From an optimization exercise on the open Yosys and OpenROAD flow, aimed at small area; shortcuts taken in it are not production practice.
In this exercise RTL edits were held to simulation tests only and were not proved equivalent to the original.
Power figures rest on the tool's default switching activity, not on a simulated workload.

==> flow/design.v (excerpt) <==
module led_controller # (
    parameter T0H = 30,
    parameter T1H = 60,
    parameter T0L = 90,
    parameter T1L = 60,
    parameter TRST = 8000,
    parameter ADDR_WIDTH = 32,
    parameter PIXEL_WIDTH = 24,
    parameter PIXEL_OFFSET = 4
)(
        input wire clk,
        input wire aresetn,
        input wire [ADDR_WIDTH - 1:0] dout,
        output wire [ADDR_WIDTH - 1:0] addr,
        output wire en,
        output wire led_data,
        output wire [3:0] web,
        output wire rst
    );
    localparam Advance = 3'd0;
    localparam RequestPixelCount = 3'd1;
    localparam WaitForPixelCount = 3'd2;
    localparam SetPixelCount = 3'd3;
    localparam IsValidToContinue = 3'd4;
    localparam WaitForPixelValue = 3'd5;
    localparam GetPixelValue = 3'd6;
    localparam Sending = 3'd7;
    localparam [6:0] TSTART = 7'd3;                  
    localparam [6:0] TBIT = 7'd128 - (T0H + T0L + 2);  
    localparam [12:0] LSTART = 13'd8191 - TRST;      
    reg [2:0] cst;
    reg [31:0] pixelCount;
    reg [31:0] pixelIndex;
    reg [23:0] pixel;
    reg latch;       
    reg last;        
    reg tx;
    reg [4:0] tb;
    reg [6:0] tt;
    assign addr = {pixelIndex[29:0], 2'b00};
    assign web = 4'b0000;
    assign rst = 1'b0;
    wire tpre = !latch && tt < TBIT;                
    wire twait = !latch && tt == TSTART + 7'd1;
    wire tgo = !latch && tt == TSTART + 7'd2;
    wire tbitend = !latch && tt == 7'd127;
    wire hold = twait && cst != Sending;
    wire eq = pixelIndex == pixelCount;
    wire pcheck = !latch && tb == 5'd8 && tt == TBIT + 7'd2;
    wire check = cst == IsValidToContinue || pcheck;
    wire [12:0] tnext = {tx, tb, tt} + 13'd1;
    wire tpend = tb == 5'd31 && tt == 7'd127 && (tx || !latch);
    always @(posedge clk) begin
        if (!aresetn) begin
            latch <= 1'b0;
            tb <= 5'd8;
            tt <= TSTART;
        end else if (hold) begin
        end else if (tgo && last) begin
            latch <= 1'b1;
            {tx, tb, tt} <= LSTART;
        end else begin
            if (tpend)
                latch <= 1'b0;
            tx <= tnext[12];
  ...
Size: about 450 cells after synthesis, roughly 73 I/O pins.
==> flow/config.mk <==
export PLATFORM = sky130hd
export DESIGN_NAME = led_controller
export DESIGN_NICKNAME = led_controller
export VERILOG_FILES = /design/flow/design.v
export SDC_FILE = /design/flow/constraint.sdc
export NUM_CORES = 4
export LEC_CHECK = 0
export CAP_MARGIN = 5
export CORE_MARGIN = 2
export CORE_UTILIZATION = 40
export GPL_TIMING_DRIVEN = 0
export SLEW_MARGIN = 5
==> flow/constraint.sdc <==
create_clock -name core_clock -period 10.0 [get_ports {clk}]
set_input_delay 2.0000 -clock core_clock [delete_from_list [all_inputs] [get_ports {clk}]]
set_output_delay 2.0000 -clock core_clock [all_outputs]
set_load 0.01 [all_outputs]
standard.sh (not shown) runs the stock make flow with config.mk's settings and CLKGATE_MAP_FILE= SYNTH_SCRIPT=/design/flow/synth_recipe.tcl, a recipe that flattens the netlist after the stock synthesis.
==> flow/flow/run.sh <==
#!/bin/bash
# Layout flow: the standard ORFS flow (standard.sh) with three changes:
# * synthesis maps the logic with an area-recovering ABC script (flow/area.abc)
#   instead of ORFS's delay script; everything else in synthesis, including
#   the registers, is the standard synthesis (synth_recipe.tcl);
# * the input and output ports are buffered with the smallest buffer;
# * the clock tree is built from clkbuf_8 cells, without dummy loads;
# * the constant outputs share one tie cell.
# Each tool's output goes to ORFS's logs (orfs/logs/...); make's output to
# flow_make.log here.
set -euo pipefail
W=$PWD
sed 's#^\( *\)log_cmd abc {\*}\$abc_args#\1set abc_args [lreplace $abc_args 1 1 '"$W"'/flow/area.abc]\n\1log_cmd abc {*}$abc_args#' \
    "$FLOW_HOME/scripts/synth.tcl" > my_synth.tcl
grep -q "flow/area.abc" my_synth.tcl
sed "s#source \$::env(SCRIPTS_DIR)/synth.tcl#source $W/my_synth.tcl#" synth_recipe.tcl > my_synth_recipe.tcl
grep -q "my_synth.tcl" my_synth_recipe.tcl
sed "s#SYNTH_SCRIPT=[^ ]*#SYNTH_SCRIPT=$W/my_synth_recipe.tcl#" standard.sh > my_standard.sh
grep -q "my_synth_recipe.tcl" my_standard.sh
export BUFFER_PORTS_ARGS="-buffer_cell sky130_fd_sc_hd__buf_1"
export SKIP_REPAIR_TIE_FANOUT=1
export CTS_ARGS="${CTS_ARGS_OVERRIDE:--sink_clustering_enable -repair_clock_nets -dont_use_dummy_load -buf_list sky130_fd_sc_hd__clkbuf_8}"
bash my_standard.sh > flow_make.log 2>&1
==> flow/flow/area.abc <==
&get -n
&st
&deepsyn -T 30
&dch -f
&nf -R 1000 -p
&put
topo
The starting point finished clean.
Then changed:
--- a/flow/flow/run.sh
+++ b/flow/flow/run.sh
@@ -7,2 +7 @@
-# * the clock tree is built from clkbuf_8 cells, without dummy loads;
-# * the constant outputs share one tie cell.
+# * the clock tree is built from clkbuf_8 cells, without dummy loads.
@@ -21 +19,0 @@
-export SKIP_REPAIR_TIE_FANOUT=1
- CAP_MARGIN: 5 -> 20
- GPL_TIMING_DRIVEN: 0 -> default
- SLEW_MARGIN: 5 -> 20
=>
- wire length climbs by 1.0%
- design area drops by 5.1%
- fmax climbs by 2.0%
- clock skew climbs by 0.013 ns
- area after synthesis does not change
- utilization drops by 2.3 points
- cell count drops by 4.5%
- hold slack barely changes
- clock power is about the same
- register-to-register slack improved by 0.17 ns

[re-timing with driven ports]
In the flow no input, the clock included, has a driving cell. The finished layouts below were timed again as built, in two steps. Step 1 (the two cells are an assumption about what drives the block):
set clk [get_ports {clk}]
set_driving_cell -lib_cell sky130_fd_sc_hd__clkbuf_16 $clk
set_driving_cell -lib_cell sky130_fd_sc_hd__buf_2 [delete_from_list [all_inputs] $clk]
Step 2 adds t to the input delays and takes it off the output delays; t is the mean of the earliest and latest rising clock arrival at the registers after step 1. Input paths then give back, and output paths get back, about the clock's delay inside the block. Three values: no drivers, after step 1, after step 2; two values: the first two.
| run | t (ns) | setup WS [ns] | worst setup path after step 2 |
|---|---|---|---|
| the first run | 0.396 | 4.312 / 4.280 / 4.444 | register to register |
| the second run | 0.392 | 4.422 / 4.391 / 4.614 | register to register |
After both steps setup and hold are still met in every run listed.
